This is an optimization exercise on Yosys and OpenROAD, whose aim is small area and a short achievable clock period, not a production implementation. In this exercise RTL edits were held to simulation tests only and were not proved equivalent to the original.

Setup of the reference run:
Design hsv2rgb_pipe, start of the top module:
module hsv2rgb_pipe (
        input clk,
        input rst_n,
        input in_valid,
        input [7:0] h,
        input [7:0] s,
        input [7:0] v,
        output reg out_valid,
        output reg [7:0] r,
        output reg [7:0] g,
        output reg [7:0] b
    );
    reg vld0, vld1;
    wire [2:0] sel_c;
    wire [7:0] x_c;
    hsv_hue hue (.h(h), .s(s), .sel(sel_c), .x(x_c));
    reg [2:0] sel0;
    reg [7:0] x0, s0, v0;
    wire [7:0] u_c, p_c;
    hsv_mulh mu (.a(s0), .b(x0), .y(u_c));
    hsv_mulh mp (.a(v0), .b(~s0), .y(p_c));
    reg [2:0] sel1;
    reg [7:0] nu1, p1, v1;
    wire [7:0] w_c;
    hsv_mulh mw (.a(v1), .b(nu1), .y(w_c));
    reg [23:0] o;
    always @* begin
        case (sel1)
            3'd0: o = {v1, w_c, p1};
            3'd1: o = {w_c, v1, p1};
            3'd2: o = {p1, v1, w_c};
            3'd3: o = {p1, w_c, v1};
            3'd4: o = {w_c, p1, v1};
            3'd5: o = {v1, p1, w_c};
            default: o = {v1, v1, v1};
        endcase
    end
    always @(posedge clk or negedge rst_n) begin
        if (!rst_n) begin
            vld0 <= 1'b0;
            vld1 <= 1'b0;
            out_valid <= 1'b0;
        end else begin
            vld0 <= in_valid;
            vld1 <= vld0;
            out_valid <= vld1;
        end
    end
    always @(posedge clk) begin
        sel0 <= sel_c;
        x0 <= x_c;
        s0 <= s;
        v0 <= v;
        sel1 <= sel0;
        nu1 <= ~u_c;
        p1 <= p_c;
        v1 <= v0;
        {r, g, b} <= o;
    end
endmodule
Size: about 970 cells after synthesis, roughly 81 flip-flops, ~52 I/O pins, about 8400 um2 of cells after synthesis.
clock: 15.0 ns
lec_check: 0
cap_margin: 20
core_margin: 2
core_utilization: 40
slew_margin: 20
standard.sh (not shown) runs the stock make flow with config.mk's settings and CLKGATE_MAP_FILE= SYNTH_SCRIPT=/design/flow/synth_recipe.tcl, a recipe that flattens the netlist after the stock synthesis.
==> flow/flow/run.sh <==
#!/bin/bash
# The standard layout, with plain buffers on the ports, and timing repair
# aiming for setup slack of 11 ns at the design's clock period.
set -euo pipefail
export BUFFER_PORTS_ARGS="-buffer_cell sky130_fd_sc_hd__buf_2"
bash standard.sh SETUP_SLACK_MARGIN=11 finish > standard.log 2>&1
Setup changes, the reference run to the trial run
==> flow/flow/run.sh <==
#!/bin/bash
# The standard layout, with plain buffers on the ports, and timing repair
# aiming for setup slack of 10 ns at the design's clock period.
set -euo pipefail
export BUFFER_PORTS_ARGS="-buffer_cell sky130_fd_sc_hd__buf_2"
bash standard.sh SETUP_SLACK_MARGIN=10 finish > standard.log 2>&1
--- outcome ---
The worst setup slack reported for the trial run is smaller than that of the reference run by 0.047 ns.
Between the trial run and the reference run, the worst hold slack does not differ in any meaningful way.
The trial run vs. the reference run: minimum period implied by the final worst setup slack +0.047 ns; cell area -about 7%.
Between the trial run and the reference run, it is the trial run whose global-route usage is lower, by 0.81 points.
Compared with the reference run, cell count in the trial run decreased by a few percent.
On share of the cycle needed by the critical path after routing, the lower figure sits with the reference run, not the trial run.

========
Another version of the RTL of hsv2rgb_pipe (not shown whole).
Size in the first run: roughly 820 cells after synthesis, about 110 flip-flops, ~52 I/O pins, roughly 0.0080 mm2 of cells after synthesis.
Settings: LEC_CHECK=0, CAP_MARGIN=20, CORE_MARGIN=2, CORE_UTILIZATION=40, CTS_BUF_LIST=sky130_fd_sc_hd__clkbuf_8, SLEW_MARGIN=20, SYNTH_HIERARCHICAL=1, SYNTH_MINIMUM_KEEP_SIZE=0; clock period 15.0 ns.
==> flow/flow/run.sh <==
#!/bin/bash
set -euo pipefail
export BUFFER_PORTS_ARGS="-buffer_cell sky130_fd_sc_hd__buf_1"
bash standard.sh SETUP_SLACK_MARGIN=10.8 finish > standard.log 2>&1
Rerun with:
==> flow/flow/run.sh (replaced) <==
#!/bin/bash
set -euo pipefail
export BUFFER_PORTS_ARGS="-buffer_cell sky130_fd_sc_hd__buf_1"
bash standard.sh SETUP_SLACK_MARGIN=11.05 finish > standard.log 2>&1
The changed run went through all stages and came out clean; final area came out higher by 4.1%; maximum frequency came out higher by 1.4%; final cell count came out higher by 1.0%; core utilization grows by 1.9 points; worst setup slack improved by 0.056 ns.
Rerun with:
==> flow/flow/run.sh (replaced) <==
#!/bin/bash
set -euo pipefail
export BUFFER_PORTS_ARGS="-buffer_cell sky130_fd_sc_hd__buf_1"
bash standard.sh SETUP_SLACK_MARGIN=10.4 finish > standard.log 2>&1
Utilization goes down by 3.8 points; synthesized cell count does not change; setup slack loses 0.36 ns.
Rerun with:
==> flow/flow/run.sh (replaced) <==
#!/bin/bash
set -euo pipefail
export BUFFER_PORTS_ARGS="-buffer_cell sky130_fd_sc_hd__buf_1"
bash standard.sh SETUP_SLACK_MARGIN=10.6 finish > standard.log 2>&1
Effect: The new run finished with timing, DRC and antenna clean. Utilization climbs by 0.29 points. Global-route usage hardly moves. Cell area climbs by 0.65%. Critical path depth climbs by 1. Sequential share of layout area climbs by 0.18 points. Cell count is unchanged. Worst setup slack improves by 0.17 ns.

========
Another version of the RTL of hsv2rgb_pipe (not shown whole).
Size in the first run: roughly 52 I/O pins.
clock: 15.0 ns
lec_check: 0
abc_area: 1
cap_margin: 20
core_margin: 2
core_utilization: 40
slew_margin: 20
synth_hierarchical: 1
synth_minimum_keep_size: 0
==> flow/flow/run.sh <==
#!/bin/bash
set -euo pipefail
export BUFFER_PORTS_ARGS="-buffer_cell sky130_fd_sc_hd__buf_1"
bash standard.sh SETUP_SLACK_MARGIN=10.95 finish > standard.log 2>&1
The starting point finished with timing, DRC and antenna clean.
Next try:
==> flow/flow/run.sh (replaced) <==
#!/bin/bash
set -euo pipefail
export BUFFER_PORTS_ARGS="-buffer_cell sky130_fd_sc_hd__buf_1"
bash standard.sh SETUP_SLACK_MARGIN=11.1 finish > standard.log 2>&1
Synthesized area does not change.
Setup slack is worse by 0.017 ns.
Via count came out higher by about 1.6%.
Next try:
==> flow/flow/run.sh (replaced) <==
#!/bin/bash
set -euo pipefail
export BUFFER_PORTS_ARGS="-buffer_cell sky130_fd_sc_hd__buf_1"
bash standard.sh SETUP_SLACK_MARGIN=10.8 finish > standard.log 2>&1
Outcome: The new run passed the timing, DRC and antenna checks; final area falls by 1.9%; final cell count falls by 1.1%; count of clock-buffer cells in the layout stays the same; die area is unchanged; clock skew barely changes; routed wire length rises by 2.4%.
Next try:
==> flow/flow/run.sh (replaced) <==
#!/bin/bash
set -euo pipefail
export BUFFER_PORTS_ARGS="-buffer_cell sky130_fd_sc_hd__buf_1"
bash standard.sh SETUP_SLACK_MARGIN=10.95 finish > standard.log 2>&1
- CTS_BUF_LIST: not set -> sky130_fd_sc_hd__clkbuf_8
Final cell count barely changes.
Utilization falls by 0.37 points.
Critical path depth falls by 12.
Sequential cell count is unchanged.
Clock-buffer cell count does not change.

========
## rev 12
Another version of the RTL of hsv2rgb_pipe (not shown whole).
Size in the first run: roughly 980 cells after synthesis, ~110 flip-flops, ~52 I/O pins, about 8300 sq um of cells after synthesis.
Settings: LEC_CHECK=0, ABC_AREA=1, CAP_MARGIN=5, CORE_MARGIN=2, CORE_UTILIZATION=40, SLEW_MARGIN=5, SYNTH_HIERARCHICAL=1, SYNTH_MINIMUM_KEEP_SIZE=0; clock period 15.0 ns.
==> flow/flow/run.sh <==
#!/bin/bash
set -euo pipefail
export BUFFER_PORTS_ARGS="-buffer_cell sky130_fd_sc_hd__buf_1"
bash standard.sh SETUP_SLACK_MARGIN=10.95 finish > standard.log 2>&1
Rev 12 completed; timing, DRC and antenna clean
#### Input delta (rev 13 over rev 12)
# rev 12
export LEC_CHECK = 0
export ABC_AREA = 1
export CAP_MARGIN = 5
export CORE_MARGIN = 2
export CORE_UTILIZATION = 40
export SLEW_MARGIN = 5
export SYNTH_HIERARCHICAL = 1
export SYNTH_MINIMUM_KEEP_SIZE = 0
create_clock -name core_clock -period 15.0 [get_ports {clk}]
# rev 13
export LEC_CHECK = 0
export CAP_MARGIN = 20
export CORE_MARGIN = 2
export CORE_UTILIZATION = 40
export SLEW_MARGIN = 20
export SYNTH_HIERARCHICAL = 1
export SYNTH_MINIMUM_KEEP_SIZE = 0
create_clock -name core_clock -period 15.0 [get_ports {clk}]
==> flow/flow/run.sh <==
#!/bin/bash
set -euo pipefail
export BUFFER_PORTS_ARGS="-buffer_cell sky130_fd_sc_hd__buf_1"
bash standard.sh SETUP_SLACK_MARGIN=11.2 finish > standard.log 2>&1
==> summary.txt <==
- Rev 12 → rev 13: post-route clock period utilization stayed essentially flat, top achievable clock speed was more or less identical.
- From rev 12 to rev 13 the numbers moved as follows: wire length after detailed routing higher, post-layout worst setup margin now larger, setup slack after placement lost 0.26 ns, utilization higher.
- Rev 13 vs rev 12: shortest period the worst path allows down in rev 13
- Of rev 13 and rev 12, it is rev 13 that has the higher first-pass GRT wire length.

========
hsv2rgb_pipe with an RTL version that a note above also has.
Size: roughly 110 flip-flops, roughly 52 I/O pins, roughly 0.0080 mm2 of cells after synthesis.
==> flow/design.v (excerpt) <==
module hsv2rgb_pipe (
        input clk,
        input rst_n,
        input in_valid,
        input [7:0] h,
        input [7:0] s,
        input [7:0] v,
        output reg out_valid,
        output reg [7:0] r,
        output reg [7:0] g,
        output reg [7:0] b
    );
==> flow/config.mk <==
export PLATFORM = sky130hd
export DESIGN_NAME = hsv2rgb_pipe
export DESIGN_NICKNAME = hsv2rgb_pipe
export VERILOG_FILES = /design/flow/design.v
export SDC_FILE = /design/flow/constraint.sdc
export NUM_CORES = 4
export LEC_CHECK = 0
export CAP_MARGIN = 20
export CORE_MARGIN = 2
export CORE_UTILIZATION = 40
export CTS_BUF_LIST = sky130_fd_sc_hd__clkbuf_8
export SLEW_MARGIN = 20
export SYNTH_HIERARCHICAL = 1
export SYNTH_MINIMUM_KEEP_SIZE = 0
==> flow/constraint.sdc <==
create_clock -name core_clock -period 15.0 [get_ports {clk}]
set_input_delay 3.0000 -clock core_clock [delete_from_list [all_inputs] [get_ports {clk}]]
set_output_delay 3.0000 -clock core_clock [all_outputs]
set_load 0.01 [all_outputs]
==> flow/flow/run.sh <==
#!/bin/bash
set -euo pipefail
export BUFFER_PORTS_ARGS="-buffer_cell sky130_fd_sc_hd__buf_1"
bash standard.sh SETUP_SLACK_MARGIN=10.7 finish > standard.log 2>&1
Change:
--- a/flow/config.mk
+++ b/flow/config.mk
@@ -6,4 +6,5 @@
 export NUM_CORES = 4
 export LEC_CHECK = 0
+export ABC_AREA = 1
 export CAP_MARGIN = 20
 export CORE_MARGIN = 2
Effect:
- The changed run passed the timing, DRC and antenna checks
- worst setup slack is better by 69 ps
- sequential share of layout area fell by 0.59 points
- non-clock buffer count fell by 8
Change:
==> flow/flow/run.sh (replaced) <==
#!/bin/bash
set -euo pipefail
export BUFFER_PORTS_ARGS="-buffer_cell sky130_fd_sc_hd__buf_1"
bash standard.sh SETUP_SLACK_MARGIN=10.9 finish > standard.log 2>&1
--- a/flow/config.mk
+++ b/flow/config.mk
@@ -6,5 +6,4 @@
 export NUM_CORES = 4
 export LEC_CHECK = 0
-export ABC_AREA = 1
 export CAP_MARGIN = 20
 export CORE_MARGIN = 2
=> Routed wire length increases by a few percent. Final area rises by a few percent. Global-route usage increases by 0.44 points. Via count went down by a few percent. Clock skew came out higher by 3.7 ps. Worst setup slack gains 8.3 ps. Hold slack is worse by 14 ps.

========
hsv2rgb_pipe with an RTL version that a note above also has.
Size: ~820 cells after synthesis, roughly 110 flip-flops, ~52 I/O pins.
export LEC_CHECK = 0
export CAP_MARGIN = 20
export CORE_MARGIN = 2
export CORE_UTILIZATION = 40
export SLEW_MARGIN = 20
export SYNTH_HIERARCHICAL = 1
export SYNTH_MINIMUM_KEEP_SIZE = 0
create_clock -name core_clock -period 15.0 [get_ports {clk}]
==> flow/flow/run.sh <==
#!/bin/bash
set -euo pipefail
export BUFFER_PORTS_ARGS="-buffer_cell sky130_fd_sc_hd__buf_1"
bash standard.sh SETUP_SLACK_MARGIN=10.8 finish > standard.log 2>&1
Change:
==> flow/flow/run.sh (replaced) <==
#!/bin/bash
set -euo pipefail
export BUFFER_PORTS_ARGS="-buffer_cell sky130_fd_sc_hd__buf_1"
bash standard.sh SETUP_SLACK_MARGIN=10.7 finish > standard.log 2>&1
--- a/flow/config.mk
+++ b/flow/config.mk
@@ -10,0 +11,2 @@
+export CTS_BUF_LIST = sky130_fd_sc_hd__clkbuf_8
+export CTS_CLUSTER_SIZE = 22
The changed run passed the timing, DRC and antenna checks.
Setup slack gets worse by 0.065 ns.
Final area shrinks by 1.5%.
Core utilization shrinks by 0.66 points.
Critical path depth stays the same.
Change:
==> flow/flow/run.sh (replaced) <==
#!/bin/bash
set -euo pipefail
export BUFFER_PORTS_ARGS="-buffer_cell sky130_fd_sc_hd__buf_1"
bash standard.sh SETUP_SLACK_MARGIN=10.8 finish > standard.log 2>&1
--- a/flow/config.mk
+++ b/flow/config.mk
@@ -7,0 +8 @@
+export ABC_AREA = 1
@@ -11,2 +11,0 @@
-export CTS_BUF_LIST = sky130_fd_sc_hd__clkbuf_8
-export CTS_CLUSTER_SIZE = 22
Effect:
- die area goes up by a few percent
- sequential share of layout area drops by 0.86 points
- setup slack improves by 0.18 ns
- hold slack gets worse by 0.0036 ns
- wire length is about the same
Change:
==> flow/flow/run.sh (replaced) <==
#!/bin/bash
set -euo pipefail
export BUFFER_PORTS_ARGS="-buffer_cell sky130_fd_sc_hd__buf_1"
bash standard.sh SETUP_SLACK_MARGIN=10.7 finish > standard.log 2>&1
--- a/flow/config.mk
+++ b/flow/config.mk
@@ -8 +7,0 @@
-export ABC_AREA = 1
@@ -11,0 +11,2 @@
+export CTS_BUF_LIST = sky130_fd_sc_hd__clkbuf_8
+export CTS_CLUSTER_SIZE = 15
What happened: Die area drops by 2.6%. Worst hold slack gains 0.0036 ns. Synthesized cell count drops by 16%. Clock skew climbs by 0.012 ns. Routed wire length stays flat. Final area drops by 2.3%.

========
run 1:
RTL: one of the versions met above, not the one the previous note started from.
Size: ~840 cells after synthesis, roughly 81 flip-flops, ~52 I/O pins, roughly 0.0087 mm² of cells after synthesis.
Settings: LEC_CHECK=0, CAP_MARGIN=20, CORE_MARGIN=2, CORE_UTILIZATION=40, SLEW_MARGIN=20, SYNTH_HIERARCHICAL=1, SYNTH_MINIMUM_KEEP_SIZE=0; clock period 15.0 ns.
run.sh (not shown) runs the stock make flow with config.mk's settings and CLKGATE_MAP_FILE= SYNTH_SCRIPT=/design/flow/synth_recipe.tcl, a recipe that flattens the netlist after the stock synthesis.
Stock flow here: none of the scripts above is used.
For run 2, these inputs were changed with respect to run 1:
# run 1
export LEC_CHECK = 0
export CAP_MARGIN = 20
export CORE_MARGIN = 2
export CORE_UTILIZATION = 40
export SLEW_MARGIN = 20
export SYNTH_HIERARCHICAL = 1
export SYNTH_MINIMUM_KEEP_SIZE = 0
create_clock -name core_clock -period 15.0 [get_ports {clk}]
# run 2
export LEC_CHECK = 0
export CAP_MARGIN = 20
export CORE_MARGIN = 2
export CORE_UTILIZATION = 40
export SLEW_MARGIN = 20
create_clock -name core_clock -period 15.0 [get_ports {clk}]
## What came out
Run 2 finished all stages; the layout is clean.
Run 1 finished every step from synthesis to the final layout, and the layout passed the timing, DRC and antenna checks.
The run showing the greater hold slack is run 1.
Run 2 ends up with a core utilization that is 0.50 points higher than in run 1.
Changes observed in run 2 relative to run 1: number of clock buffer instances in the layout went up; violation count after the first detailed-route iteration went up; layout net count went up; synthesized area went down.
Via count came out higher on run 2 than on run 1.
Comparing run 1 and run 2, the lower total number of placement rows was measured on run 2.
On weighted congestion reported at the end of routability-driven placement, the higher figure sits with run 1, not run 2.
Inputs modified between run 2 and run 3:
==> flow/flow/run.sh (new file) <==
#!/bin/bash
# The standard layout, with plain buffers on the ports instead of the
# delay buffers buffer_ports picks by default.
set -euo pipefail
export BUFFER_PORTS_ARGS="-buffer_cell sky130_fd_sc_hd__buf_2"
bash standard.sh > standard.log 2>&1
==> flow/standard.sh (new file) <==
#!/bin/bash
# synth_recipe.tcl (not shown) runs the flow's synth.tcl, then flattens the netlist and writes it again
# the make line also repeats each setting of config.mk as NAME=value (left out here)
make -C /OpenROAD-flow-scripts/flow DESIGN_CONFIG=/design/flow/config.mk WORK_HOME=/design/flow/orfs CLKGATE_MAP_FILE= SYNTH_SCRIPT=/design/flow/synth_recipe.tcl "${@:-finish}"
removed: flow/run.sh
- Run 3 went all the way through synthesis, placement and routing and the layout is clean on timing, DRC and antenna.
- Fraction of met3 tracks used by global routing, run 3 and run 2: higher on run 2
- Comparing run 3 against run 2, there is no change at all in non-clock buffer count.
- Of run 3 and run 2, run 3 shows the higher weighted congestion reported at the end of routability-driven placement, with run 2 below it.
- Run 2 → run 3: global-route wire length before repair went down by about 3%, design area went down by about 2.8%, HPWL after detailed placement went down by about 1.8%.

[static timing again, ports no longer ideal]
No port has a modelled driver above. Below, the same layouts with a new extraction and two added sets of constraints.
Step 1 sets driving cells, clkbuf_16 on the clock port and buf_2 on the other inputs (assumed; they add their load-dependent delay and slew).
Step 2 moves the port delays by t, midway between the first and last clock arrival at a register: inputs arrive t later, outputs are due t later. That takes back most of the time a late clock gives input paths.
Three values: no drivers, after step 1, after step 2; two values: the first two.
run | shift t [ns] | slack for setup (ns) | slew at the worst register clock pin (ns)
the reference run | 0.391 | 9.854 / 9.831 / 9.440 | 0.07 / 0.07
the trial run | 0.384 | 9.807 / 9.791 / 9.407 | 0.07 / 0.07
the first run of note 2 | 0.427 | 10.938 / 10.938 / 10.938 | 0.11 / 0.11
the second run of note 2 | 0.420 | 10.994 / 10.994 / 10.994 | 0.12 / 0.12
the third run of note 2 | 0.423 | 10.634 / 10.634 / 10.634 | 0.12 / 0.12
the fourth run of note 2 | 0.424 | 10.801 / 10.801 / 10.801 | 0.11 / 0.11
the first run of note 3 | 0.389 | 11.159 / 11.118 / 11.200 | 0.07 / 0.07
the second run of note 3 | 0.392 | 11.142 / 11.098 / 11.273 | 0.07 / 0.07
the third run of note 3 | 0.390 | 11.063 / 11.063 / 11.063 | 0.07 / 0.07
the fourth run of note 3 | 0.416 | 11.112 / 11.074 / 11.185 | 0.10 / 0.10
rev 12 | 0.397 | 11.154 / 11.110 / 11.172 | 0.08 / 0.08
rev 13 | 0.392 | 11.159 / 11.115 / 11.160 | 0.08 / 0.08
the first run of note 5 | 0.425 | 10.857 / 10.857 / 10.857 | 0.11 / 0.11
the second run of note 5 | 0.423 | 10.926 / 10.926 / 10.926 | 0.11 / 0.11
the third run of note 5 | 0.421 | 10.934 / 10.934 / 10.934 | 0.11 / 0.11
the first run of note 6 | 0.400 | 10.957 / 10.957 / 10.957 | 0.08 / 0.08
the second run of note 6 | 0.426 | 10.892 / 10.892 / 10.892 | 0.12 / 0.12
the third run of note 6 | 0.397 | 11.072 / 11.072 / 11.072 | 0.08 / 0.08
the fourth run of note 6 | 0.426 | 10.892 / 10.892 / 10.892 | 0.12 / 0.12
run 1 | 0.391 | 8.577 / 8.597 / 8.206 | 0.07 / 0.07
run 2 | 0.380 | 9.108 / 9.128 / 8.748 | 0.06 / 0.06
run 3 | 0.383 | 9.513 / 9.539 / 9.156 | 0.07 / 0.07
After both steps setup and hold are still met in every run listed. The setup slack of the reference run, which loses most, moves by -0.023 ns with the drivers and by -0.414 ns with both steps.
